This design comes from an exercise in tuning for small area on the open sky130 flow, not from production work. Function was checked by simulation only, so behaviour that the tests miss may differ from the original. Power and IR drop assume default switching activity.

### flow/run.sh
#!/bin/bash
# synth_recipe.tcl (not shown) runs the flow's synth.tcl, then flattens the netlist and writes it again
# the make line also repeats each setting of config.mk as NAME=value (left out here)
make -C /OpenROAD-flow-scripts/flow DESIGN_CONFIG=/design/flow/config.mk WORK_HOME=/design/flow/orfs CLKGATE_MAP_FILE= SYNTH_SCRIPT=/design/flow/synth_recipe.tcl finish
### flow/config.mk
export PLATFORM = sky130hd
export DESIGN_NAME = TopModule
export DESIGN_NICKNAME = TopModule
export VERILOG_FILES = /design/flow/design.v
export SDC_FILE = /design/flow/constraint.sdc
export NUM_CORES = 4
export LEC_CHECK = 0
export CAP_MARGIN = 20
export CORE_MARGIN = 2
export CORE_UTILIZATION = 40
export SLEW_MARGIN = 20
### flow/constraint.sdc
create_clock -name core_clock -period 10.0 [get_ports {clk}]
set_input_delay 2.0000 -clock core_clock [delete_from_list [all_inputs] [get_ports {clk}]]
set_output_delay 2.0000 -clock core_clock [all_outputs]
set_load 0.01 [all_outputs]
### flow/design.v
module TopModule (
    input              clk,
    input              rst,
    input              chipSelect,
    input              read_in,
    input              write_in,
    input              A0In,
    input      [7:0]   inDataBus,
    output reg [7:0]   outDataBus,
    output reg         ioDataBus,
    input      [2:0]   cascade_in,
    output reg [2:0]   cascade_out,
    output             cascade_io,
    input              SP,
    input              interrupt_acknowledge_n,
    output reg         interrupt_to_cpu,
    input      [7:0]   interrupt_request
);
    integer i;
    reg       delay_write;
    reg       a0_q;
    reg [7:0] data_q;
    always @(posedge clk or negedge rst) begin
        if (!rst) delay_write <= 1'b1;
        else      delay_write <= chipSelect | write_in;
    end
    always @(posedge clk) begin
        a0_q   <= A0In;
        data_q <= inDataBus;
    end
    wire write_pulse = ~delay_write & write_in;
    wire write_a1    = write_pulse & a0_q;
    wire write_a0    = write_pulse & ~a0_q;
    wire write_icw1  = write_a0 & data_q[4];
    wire write_ocw2  = write_a0 & ~data_q[4] & ~data_q[3];
    wire write_ocw3  = write_a0 & ~data_q[4] & data_q[3];
    reg [1:0] init_state;    
    reg       ic4;
    reg       single;
    reg       ltim;
    wire init_done  = (init_state == 2'd0);
    wire write_icw2 = write_a1 & (init_state == 2'd1);
    wire write_icw3 = write_a1 & (init_state == 2'd2);
    wire write_icw4 = write_a1 & (init_state == 2'd3);
    wire write_ocw1 = write_a1 & init_done;
    wire ocw2       = write_ocw2 & init_done;
    wire ocw3       = write_ocw3 & init_done;
    always @(posedge clk or negedge rst) begin
        if (!rst)
            init_state <= 2'd0;
        else if (write_icw1)
            init_state <= 2'd1;
        else if (write_a1) begin
            case (init_state)
                2'd1:    init_state <= ~single ? 2'd2 : (ic4 ? 2'd3 : 2'd0);
                2'd2:    init_state <= ic4 ? 2'd3 : 2'd0;
                default: init_state <= 2'd0;
            endcase
        end
    end
    always @(posedge clk) begin
        if (write_icw1) ic4 <= data_q[0];
    end
    always @(posedge clk or negedge rst) begin
        if (!rst) begin
            ltim   <= 1'b0;
            single <= 1'b0;
        end else if (write_icw1) begin
            ltim   <= data_q[3];
            single <= data_q[1];
        end
    end
    reg [7:3] vector_base;
    reg [7:0] icw3;
    reg       aeoi;
    reg [7:0] imr;
    reg       auto_rotate;
    reg [1:0] rr_ris;
    always @(posedge clk or negedge rst) begin
        if (!rst) begin
            vector_base <= 5'd0;
            icw3        <= 8'd0;
            aeoi        <= 1'b0;
            imr         <= 8'hff;
            auto_rotate <= 1'b0;
            rr_ris      <= 2'b10;
        end else if (write_icw1) begin
            vector_base <= 5'd0;
            icw3        <= 8'd0;
            aeoi        <= 1'b0;
            imr         <= 8'hff;
            auto_rotate <= 1'b0;
            rr_ris      <= 2'b10;
        end else begin
            if (write_icw2) vector_base <= data_q[7:3];
            if (write_icw3) icw3 <= data_q;
            if (write_icw4) aeoi <= data_q[1];
            if (write_ocw1) imr <= data_q;
            if (ocw2 & ~data_q[6] & ~data_q[5])
                auto_rotate <= data_q[7];
            if (ocw3) rr_ris <= data_q[1:0];
        end
    end
    reg       delay_inta;
    reg       ack1, ack2;    
    reg       freeze;
    always @(posedge clk or negedge rst) begin
        if (!rst) delay_inta <= 1'b1;
        else      delay_inta <= interrupt_acknowledge_n;
    end
    wire neg_inta = delay_inta & ~interrupt_acknowledge_n;
    wire pos_inta = ~delay_inta & interrupt_acknowledge_n;
    wire idle     = ~ack1 & ~ack2;
    wire go_ack1  = idle & neg_inta & ~ocw2;
    wire go_ack2  = ack1 & neg_inta;
    wire end_seq  = ack2 & pos_inta;
    wire next_idle = (idle & ~go_ack1) | end_seq;
    always @(posedge clk or negedge rst) begin
        if (!rst) begin
            ack1 <= 1'b0;
            ack2 <= 1'b0;
        end else if (write_icw1) begin
            ack1 <= 1'b0;
            ack2 <= 1'b0;
        end else begin
            ack1 <= go_ack1 | (ack1 & ~neg_inta);
            ack2 <= go_ack2 | (ack2 & ~pos_inta);
        end
    end
    always @(posedge clk or negedge rst) begin
        if (!rst) freeze <= 1'b1;
        else if (next_idle) freeze <= 1'b0;
    end
    reg  [7:0] irr;
    reg  [7:0] low_seen;
    reg  [7:0] isr;
    reg  [2:0] rotate;
    reg  [2:0] rotate_q;     
    reg  [7:0] interrupt;
    reg  [7:0] hlis;         
    wire [7:0] masked = irr & ~imr;
    wire [7:0] cand   = masked | isr;
    reg  [7:0] hi_part, grant, grant_hi, grant_all;
    reg        seen_hi, seen_all;
    always @(*) begin
        for (i = 0; i < 8; i = i + 1)
            hi_part[i] = cand[i] & (i > rotate);
        seen_hi = 1'b0; seen_all = 1'b0;
        for (i = 0; i < 8; i = i + 1) begin
            grant_hi[i]  = hi_part[i] & ~seen_hi;
            grant_all[i] = cand[i] & ~seen_all;
            seen_hi  = seen_hi | hi_part[i];
            seen_all = seen_all | cand[i];
        end
        grant     = seen_hi ? grant_hi : grant_all;
        interrupt = grant & ~isr;
    end
    reg  [7:0] h_hi, h_all;
    reg        hs_hi, hs_all;
    always @(*) begin
        hs_hi = 1'b0; hs_all = 1'b0;
        for (i = 0; i < 8; i = i + 1) begin
            h_hi[i]  = isr[i] & (i > rotate_q) & ~hs_hi;
            h_all[i] = isr[i] & ~hs_all;
            hs_hi  = hs_hi | (isr[i] & (i > rotate_q));
            hs_all = hs_all | isr[i];
        end
        hlis = hs_hi ? h_hi : h_all;
    end
    wire [2:0] hlis_level = ~{ |(hlis & 8'h0f), |(hlis & 8'h33), |(hlis & 8'h55) };
    wire [2:0] int_level  = ~{ |(interrupt & 8'h0f), |(interrupt & 8'h33), |(interrupt & 8'h55) };
    wire       int_any    = |interrupt;
    reg [7:0] eoi;
    always @(*) begin
        if (write_icw1)
            eoi = 8'hff;
        else if (aeoi & end_seq)
            eoi = hlis;
        else if (ocw2 & ~data_q[6] & data_q[5])
            eoi = hlis;
        else if (ocw2 & data_q[6] & data_q[5])
            eoi = 8'd1 << data_q[2:0];
        else
            eoi = 8'd0;
    end
    always @(posedge clk or negedge rst) begin
        if (!rst) isr <= 8'd0;
        else      isr <= (isr & ~eoi) | interrupt;
    end
    always @(posedge clk) rotate_q <= rotate;
    always @(posedge clk or negedge rst) begin
        if (!rst)
            rotate <= 3'b111;
        else if (write_icw1)
            rotate <= 3'b111;
        else if (auto_rotate & end_seq)
            rotate <= hlis_level;
        else if (ocw2 & (data_q[7:5] == 3'b101))
            rotate <= hlis_level;
    end
    wire [7:0] clear_irr = interrupt | {8{write_icw1}};
    always @(posedge clk or negedge rst) begin
        if (!rst) begin
            low_seen <= 8'd0;
            irr      <= 8'd0;
        end else begin
            low_seen <= ~clear_irr & (low_seen | ~interrupt_request);
            for (i = 0; i < 8; i = i + 1)
                if (clear_irr[i])
                    irr[i] <= 1'b0;
                else if (!freeze)
                    irr[i] <= interrupt_request[i] & (ltim | low_seen[i]);
        end
    end
    always @(posedge clk or negedge rst) begin
        if (!rst)
            interrupt_to_cpu <= 1'b0;
        else if (write_icw1)
            interrupt_to_cpu <= 1'b0;
        else if (int_any)
            interrupt_to_cpu <= 1'b1;
        else if (end_seq)
            interrupt_to_cpu <= 1'b0;
    end
    reg       ack_valid;
    reg [2:0] ack_level;
    reg [2:0] ack1_level;    
    always @(posedge clk or negedge rst) begin
        if (!rst)
            ack_valid <= 1'b0;
        else if (write_icw1 | end_seq)
            ack_valid <= 1'b0;
        else if (int_any)
            ack_valid <= 1'b1;
    end
    always @(posedge clk) begin
        if (int_any) ack_level <= int_level;
        if (ack1)    ack1_level <= int_level;
    end
    wire cascade_slave = ~single & ~SP;
    assign cascade_io  = cascade_slave;
    wire slave_match = cascade_slave & (icw3[2:0] == cascade_in);
    wire from_slave  = ack_valid & icw3[ack_level];
    wire drive_vector = single | slave_match | (~cascade_slave & ~from_slave);
    always @(*) begin
        if (~cascade_slave & ~idle & from_slave)
            cascade_out = ack_level;
        else
            cascade_out = 3'b000;
    end
    wire out_vector = ~interrupt_acknowledge_n & ack2 & drive_vector;
    wire read       = ~read_in & ~chipSelect;
    always @(*) begin
        if (out_vector) begin
            ioDataBus  = 1'b0;
            outDataBus = {vector_base, cascade_slave ? ack1_level : hlis_level};
        end else if (!read) begin
            ioDataBus  = 1'b1;
            outDataBus = 8'd0;
        end else if (A0In) begin
            ioDataBus  = 1'b0;
            outDataBus = imr;
        end else if (rr_ris == 2'b10) begin
            ioDataBus  = 1'b0;
            outDataBus = irr;
        end else if (rr_ris == 2'b11) begin
            ioDataBus  = 1'b0;
            outDataBus = isr;
        end else begin
            ioDataBus  = 1'b1;
            outDataBus = 8'd0;
        end
    end
endmodule
==> qor.yml <==
final_cell_mix: "nand2_1, dfrtp_1, nor2_1"
finClkSkew_ns: 0.01053
seq_power_share_pct: 41.2
r2r_start: "imr[0]$_DFFE_PN1P_"
leakage_nw: 2.206
power_per_cell_area_nw_per_um2: 276.9
multiInputGateArea_um2: 2354
core_area_um2: 11370
p_total_w: 0.001492
fin_crit_sh_pct: 62.34
worstHoldStart: "icw3[6]$_DFFE_PN0P_"
p_clk_share_pct: 23.4
critPathMaxFanout: 17
path_clk_slew_ns: 0.06
status: "timing/DRC/antenna clean"
final_max_slew_viol_count: 0
combPwrFrac_pct: 35.4
clock_latency_ns: 0.35
cts_num_sinks: 82
clockRootBuffer: "clkbuf_16"
synth_area_um2: 4622
drtIter0Drc: 326
switching_power_w: 0.0006005
tightest_slew_ns: 0.8256
rsz0062_at_grt: "false"
dr.pass1.iters: 7
timing.critical_path.arrival_ns: 4.23
synth_seq_cells: 82
start_util_pct: 40.65
synth_flop_cell: "dfrtp_1"
synth_enable_flop_cells: 7
r2r_cells: 7
ir_worst_vdd_mv: 0.1406
fin_hold_ws_ns: 0.4654
ys_types: 76
wl_per_cell_um: 18.69
first_global_vias: 3909
n_antenna_cell: 0
cts_buffers: 9
pre_cts_ws_ns: 3.752
pin_count: 41
switching_share_pct: 40.25
finalWirelength_mm: 13.22
nFillCells: 1147
final_common_cell: "nand2_1"
antenna_found_initial: 0
postRouteAntennaNets: 0
cp.required_ns: 8.00
holdPathStages: 2
period_needed_ns: 6.234
maxCapViolations: 0
finalInstanceArea_um2: 5389
fp.dieArea_um2: 12430
clockBufferDepth: 2
grt.total_usage_pct: 22.30
crit_type: "primary input to primary output"
drc_errors: 0
synth_fp_nets: 563
critPathLaunch: "cascade_in[2]"
layout-drive-gt1-share_pct: 11.17
grt_first_pass_wirelength_mm: 21.51
cts_tree: "done"
hold_viol_final: 0
setup_viol: 0
synth_area_per_cell_um2: 8.688
hold_buffers: 0
grt_max_degree: 64
reg2reg_slack_ns: 7.51
numPortBuffers: 40
ctsResizeCount: 0
rr_endpoint: "ack_level[2]$_DFFE_PP_"
vias_per_cell: 5.673
die_x_um: 111.5
ys_seq_area_share_pct: 44.26
slew_headroom_pct: 44.96
overflow: 0
fmax_mhz: 160.4
fin_ws_ns: 3.766
vias: 4011
finalNetCount: 590
fp.dieH_um: 111.5
hp-class: "flip-flop to flip-flop"
synth_warnings: 1
placed_area_um2: 5075
fin_setup_tns_ns: 0
htreeDepth: 3
regArea_um2: 2046
rows: 39
syn_to_final_growth_pct: 16.59
holdPathEnd: "icw3[6]$_DFFE_PN0P_"
hpwl_mm: 9.728
startpoint_type: "primary input"
gp_congestion: 0.8945
internal_power_w: 0.0008915
end_kind: "primary output"
synth_cells: 532
post_cts_buffers: 0
async_reset_ff_share_pct: 76.83
## worst max-delay path by stage
stage / slack (ns) / to / depth (start not counted)
final: 3.77 / outDataBus[3] / 8
after detailed placement: 3.75 / outDataBus[3] / 8
after CTS: 3.74 / outDataBus[3] / 8
after global routing: 3.54 / outDataBus[3] / 8
after global placement: 3.87 / outDataBus[3] / 8
after floorplan: 5.02 / outDataBus[0] / 7
## cell type report
cell class | count | share of cell area (%)
Clock inverter | 6 | 1.184
Multi-Input combinational cell | 401 | 43.67
Inverter | 23 | 1.602
Clock buffer | 10 | 4.644
Tap cell | 143 | 3.320
Timing Repair Buffer | 42 | 7.616
Sequential cell | 82 | 37.96
## routing by layer
metal / track usage, % / routed length (µm) / up-vias
met5: 0 / 0 / -
met4: 8.971 / 343 / 0
met3: 4.137 / 534 / 23
met2: 34.47 / 6175 / 89
met1: 31.10 / 6164 / 1953
li1: - / - / 1946
## flip-flops by register name, indices dropped and copies added, names as in the netlist, 2 cells and up
signal	cells
data_q	8
icw3	8
imr	8
irr	8
isr	8
low_seen	8
vector_base	5
ack1_level	3
ack_level	3
rotate	3
rotate_q	3
init_state	2
rr_ris	2
## critical path, cell delays in order
cell	delay (ns)
clkdlybuf4s50_1	0.41
xnor2_1	0.13
a31oi_1	0.19
a31oi_1	0.08
o21ai_2	0.56
nand3_1	0.15
o21ai_1	0.13
clkdlybuf4s50_1	0.56
## logic make-up (layout without fill, tap and decap cells)
group | Yosys count | in the layout | share of synthesized area [%]
buf+inv | 49 | 81 | 4.819
mux | 15 | 15 | 3.844
xor+xnor | 3 | 3 | 0.5686
compound gates | 139 | 139 | 19.49
fa+ha+maj | 4 | 4 | 1.083
flops | 82 | 82 | 44.26
simple gates | 240 | 240 | 25.93
## cell usage after synthesis, types with 3 or more instances
cell       n  area [µm²]
a21o_1     3       22.52
a21oi_1   37       185.2
a31oi_1    8       50.05
and2_1    10       62.56
and3_1     4       25.02
buf_2      4       20.02
buf_6      4       45.04
clkbuf_1  17       63.81
dfrtp_1   48        1201
dfstp_2   15       394.1
dfxtp_1   12       240.2
edfxtp_1   7       210.2
ha_1       4       50.05
inv_1     23       86.33
mux2i_1   11       110.1
nand2_1   85       319.1
nand2b_1   9       56.30
nand3_1   37       185.2
nand3b_1   3       22.52
nand4_1    5       31.28
nor2_1    44       165.2
nor2b_1    8       50.05
nor3_1     8       40.04
o211ai_1   4       30.03
o21a_1     3       22.52
o21ai_0   38       190.2
o21ai_1    9       45.04
o21ai_2    5       43.79
o31ai_1    4       30.03
or4_1      3       22.52
xnor2_1    3       26.28
## through the flow
step                utilization [%]  std cells
floorplan                         -        532
global placement              44.64        691
detailed placement            44.64        691
CTS                           47.40        707
global route                  47.40        707
finish                        47.40        707
## power groups by stage
stage | registers [W] | clock network [W] | logic, W
after detailed placement | 0.000618 | 0 | 0.000528
final | 0.000614 | 0.000349 | 0.000529
after global placement | 0.000615 | 0 | 0.000522
after global routing | 0.000628 | 0.000370 | 0.000593
after floorplan | 0.000522 | 0 | 0.000445
after CTS | 0.000612 | 0.000354 | 0.000530

==> afterwards: timing with drivers on the ports <==
How much do the figures lean on ideal ports? The routed layout below was timed once more, with nothing changed but the port constraints.
Step 1 sets driving cells, clkbuf_16 on the clock port and buf_2 on the other inputs (assumed; they add their load-dependent delay and slew).
Step 2 adds t to the input delays and takes it off the output delays; t is the mean of the earliest and latest rising clock arrival at the registers after step 1. Input paths then give back, and output paths get back, about the clock's delay inside the block.
Three values: ideal ports, drivers, drivers and shift; two values: the first two.
t, ns: 0.381
setup WS [ns]: 3.766 / 3.739 / 3.739
clock arrival spread, ns: 0.011 / 0.010
worst register clock-pin slew, ns: 0.07 / 0.07
worst data-port slew with drivers (ns): 0.03
After both steps setup and hold are still met in this run. For this run, drivers alone change the setup slack by -0.027 ns; drivers and shift together by -0.027 ns.
